Background: an optimization exercise with open tools, aiming at small area, a short achievable clock period and few clock cycles per item. Do not read the settings as production practice. Function was checked by simulation only, so behaviour that the tests miss may differ from the original. Power and IR drop assume default switching activity.

==> flow/design.v <==
module axi_lite_dut (
  input logic         clk,
  input logic         reset_n,
  input logic [31:0]  awaddr,
  input logic         awvalid,
  output logic        awready,
  input logic [31:0]  wdata,
  input logic         wvalid,
  output logic        wready,
  output logic        bvalid,
  input logic         bready,
  input logic [31:0]  araddr,
  input logic         arvalid,
  output logic        arready,
  output logic [31:0] rdata,
  output logic        rvalid,
  input logic         rready
);
  logic [7:0]  wb_a;
  logic [31:0] wb_d;
  logic        wb_av, wb_dv;
  logic [3:0]  bcnt;             
  logic        aw_in, w_in, commit, complete, b_take;
  logic        av_n, dv_n;
  logic [3:0]  bcnt_n;
  assign aw_in    = awvalid && awready;
  assign w_in     = wvalid && wready;
  assign commit   = wb_av && wb_dv;
  assign av_n     = aw_in || (wb_av && !commit);
  assign dv_n     = w_in  || (wb_dv && !commit);
  assign complete = av_n && dv_n;
  assign b_take   = bvalid && bready;
  assign bcnt_n   = bcnt + {3'b0, complete} - {3'b0, b_take};
  always_ff @(posedge clk or negedge reset_n) begin
    if (!reset_n) begin
      wb_av   <= 1'b0;
      wb_dv   <= 1'b0;
      bcnt    <= 4'd0;
      bvalid  <= 1'b0;
      awready <= 1'b0;
      wready  <= 1'b0;
    end else begin
      wb_av   <= av_n;
      wb_dv   <= dv_n;
      bcnt    <= bcnt_n;
      bvalid  <= bcnt_n != 4'd0;
      awready <= !(av_n && !dv_n) && bcnt_n < 4'd8;
      wready  <= !(dv_n && !av_n) && bcnt_n < 4'd8;
    end
  end
  logic [7:0]  a_n;
  logic [15:0] wh, wl;           
  assign a_n = aw_in ? awaddr[7:0] : wb_a;
  always_ff @(posedge clk) begin
    if (aw_in) wb_a <= awaddr[7:0];
    if (w_in)  wb_d <= wdata;
    for (int i = 0; i < 16; i++) begin
      wh[i] <= complete && a_n[7:4] == i[3:0];
      wl[i] <= a_n[3:0] == i[3:0];
    end
  end
  logic r_free;
  assign r_free  = !rvalid || rready;
  assign arready = r_free;
  always_ff @(posedge clk or negedge reset_n) begin
    if (!reset_n)
      rvalid <= 1'b0;
    else if (r_free)
      rvalid <= arvalid;
  end
  logic [15:0]  rh_n;            
  logic [255:0] we, nwe;         
  always_comb begin
    for (int i = 0; i < 16; i++)
      rh_n[i] = araddr[7:4] != i[3:0];
  end
  logic [255:0][31:0] mem;       
  logic [255:0][31:0] mem_n;     
  logic [15:0][31:0]  cand_n;    
  for (genvar h = 0; h < 16; h++) begin : g_grp
    for (genvar l = 0; l < 16; l++) begin : g_w
      localparam int W = 16 * h + l;
      dut_and2  u_we  (.a(wh[h]), .b(wl[l]), .y(we[W]));
      dut_nand2 u_nwe (.a(wh[h]), .b(wl[l]), .y(nwe[W]));
      dut_ao22  u_n   (.a({32{we[W]}}), .b(wb_d), .c({32{nwe[W]}}), .d(mem[W]), .y(mem_n[W]));
    end
    logic [1:0][31:0] o8;        
    logic [15:0]      rl;        
    dut_dec4  u_rl (.a(araddr[3:0]), .y(rl));
    dut_or8   u_r0 (.s(rl[7:0]),  .q(mem[16*h +: 8]),     .y(o8[0]));
    dut_or8   u_r1 (.s(rl[15:8]), .q(mem[16*h + 8 +: 8]), .y(o8[1]));
    dut_nor2w u_r2 (.a(o8[0]), .b(o8[1]), .y(cand_n[h]));
  end
  always_ff @(posedge clk)
    mem <= mem_n;
  logic [7:0][31:0] m1;          
  logic [3:0][31:0] m2;          
  logic [1:0][31:0] m3;          
  logic [31:0]      rword_n;     
  logic [31:0]      rnext;
  for (genvar i = 0; i < 8; i++) begin : g_m1
    dut_oai22 u (.a({32{rh_n[2*i]}}), .b(cand_n[2*i]), .c({32{rh_n[2*i+1]}}), .d(cand_n[2*i+1]), .y(m1[i]));
  end
  for (genvar i = 0; i < 4; i++) begin : g_m2
    dut_nor2w u (.a(m1[2*i]), .b(m1[2*i+1]), .y(m2[i]));
  end
  for (genvar i = 0; i < 2; i++) begin : g_m3
    dut_nand2w u (.a(m2[2*i]), .b(m2[2*i+1]), .y(m3[i]));
  end
  dut_nor2w u_m4 (.a(m3[0]), .b(m3[1]), .y(rword_n));
  dut_load u_ld (.s({32{r_free}}), .wn(rword_n), .q(rdata), .y(rnext));
  always_ff @(posedge clk)
    rdata <= rnext;
endmodule
module dut_and2 (input logic a, b, output logic y);
  assign y = a & b;
endmodule
module dut_nand2 (input logic a, b, output logic y);
  assign y = ~(a & b);
endmodule
module dut_nor2w (input logic [31:0] a, b, output logic [31:0] y);
  assign y = ~(a | b);
endmodule
module dut_nand2w (input logic [31:0] a, b, output logic [31:0] y);
  assign y = ~(a & b);
endmodule
module dut_ao22 (input logic [31:0] a, b, c, d, output logic [31:0] y);
  assign y = (a & b) | (c & d);
endmodule
module dut_oai22 (input logic [31:0] a, b, c, d, output logic [31:0] y);
  assign y = ~((a | b) & (c | d));
endmodule
module dut_dec4 (input logic [3:0] a, output logic [15:0] y);
  always_comb
    for (int i = 0; i < 16; i++) y[i] = a == i[3:0];
endmodule
module dut_or8 (input logic [7:0] s, input logic [7:0][31:0] q, output logic [31:0] y);
  logic [3:0][31:0] p;
  for (genvar i = 0; i < 4; i++) begin : g_p
    assign p[i] = ~(({32{s[2*i]}} & q[2*i]) | ({32{s[2*i+1]}} & q[2*i+1]));
  end
  assign y = ~(p[0] & p[1] & p[2] & p[3]);
endmodule
module dut_load (input logic [31:0] s, wn, q, output logic [31:0] y);
  assign y = (s & ~wn) | (~s & q);
endmodule
Settings: LEC_CHECK=0, CAP_MARGIN=20, CORE_MARGIN=2, CORE_UTILIZATION=78, CTS_CLUSTER_DIAMETER=80, CTS_CLUSTER_SIZE=25, PLACE_DENSITY=0.86, SETUP_SLACK_MARGIN=1.85, SLEW_MARGIN=20, SYNTH_HIERARCHICAL=1, SYNTH_MEMORY_MAX_BITS=8192; clock period 4.5 ns.
run.sh (not shown) runs the stock make flow with config.mk's settings and CLKGATE_MAP_FILE= SYNTH_SCRIPT=/design/flow/synth_recipe.tcl, a recipe that flattens the netlist after the stock synthesis.
The starting point completed, yet does not pass: max-slew violations.
Testbench counts at the start, summed over its fixed seeds: cycles 14,228, items 16,000.
Edit:
==> flow/config.mk (replaced) <==
export PLATFORM = sky130hd
export DESIGN_NAME = axi_lite_dut
export DESIGN_NICKNAME = axi_lite_dut
export VERILOG_FILES = /design/flow/design.v
export SDC_FILE = /design/flow/constraint.sdc
export NUM_CORES = 8
export LEC_CHECK = 0
export CAP_MARGIN = 55
export CORE_MARGIN = 2
export CORE_UTILIZATION = 64
export CTS_CLUSTER_DIAMETER = 80
export CTS_CLUSTER_SIZE = 25
export PLACE_DENSITY = 0.74
export SETUP_SLACK_MARGIN = 2.0
export SLEW_MARGIN = 50
export SYNTH_HIERARCHICAL = 1
export SYNTH_MEMORY_MAX_BITS = 8192
export TNS_END_PERCENT = 10
After rerunning: The new run finished clean; clock-buffer cell count is higher by 13; first-iteration DRC count decreases by 25%; total power is about the same; non-clock buffer count rose by 167; maximum frequency goes up by 13%; cell count goes up by 3.9%; flip-flop and latch count stays the same; via count drops by 5.5%.

## re-timing with driven ports
No port has a modelled driver above. Below, the same layouts with a new extraction and two added sets of constraints. Step 1: set_driving_cell puts a clkbuf_16 on clk and a buf_2 on each other input, an assumption about the parent block. Step 2, shift: input delay + t, output delay - t, t = (earliest + latest rising clock arrival at the registers) / 2. This alone moves slack from input paths to output paths. Slacks: ideal ports / drivers / drivers and shift; pairs: ideal ports / drivers.
run	t (ns)	slack for setup (ns)	latest minus earliest clock arrival (ns)	worst data-port slew with drivers (ns)	pins driven straight from the clock port
the first run	1.181	1.097 / 0.877 / -0.305	0.041 / 0.041	0.45	1
the second run	1.190	1.478 / 1.249 / 0.060	0.061 / 0.061	0.49	1
The setup slack of the second run, which loses most, moves by -0.229 ns with the drivers and by -1.418 ns with both steps.
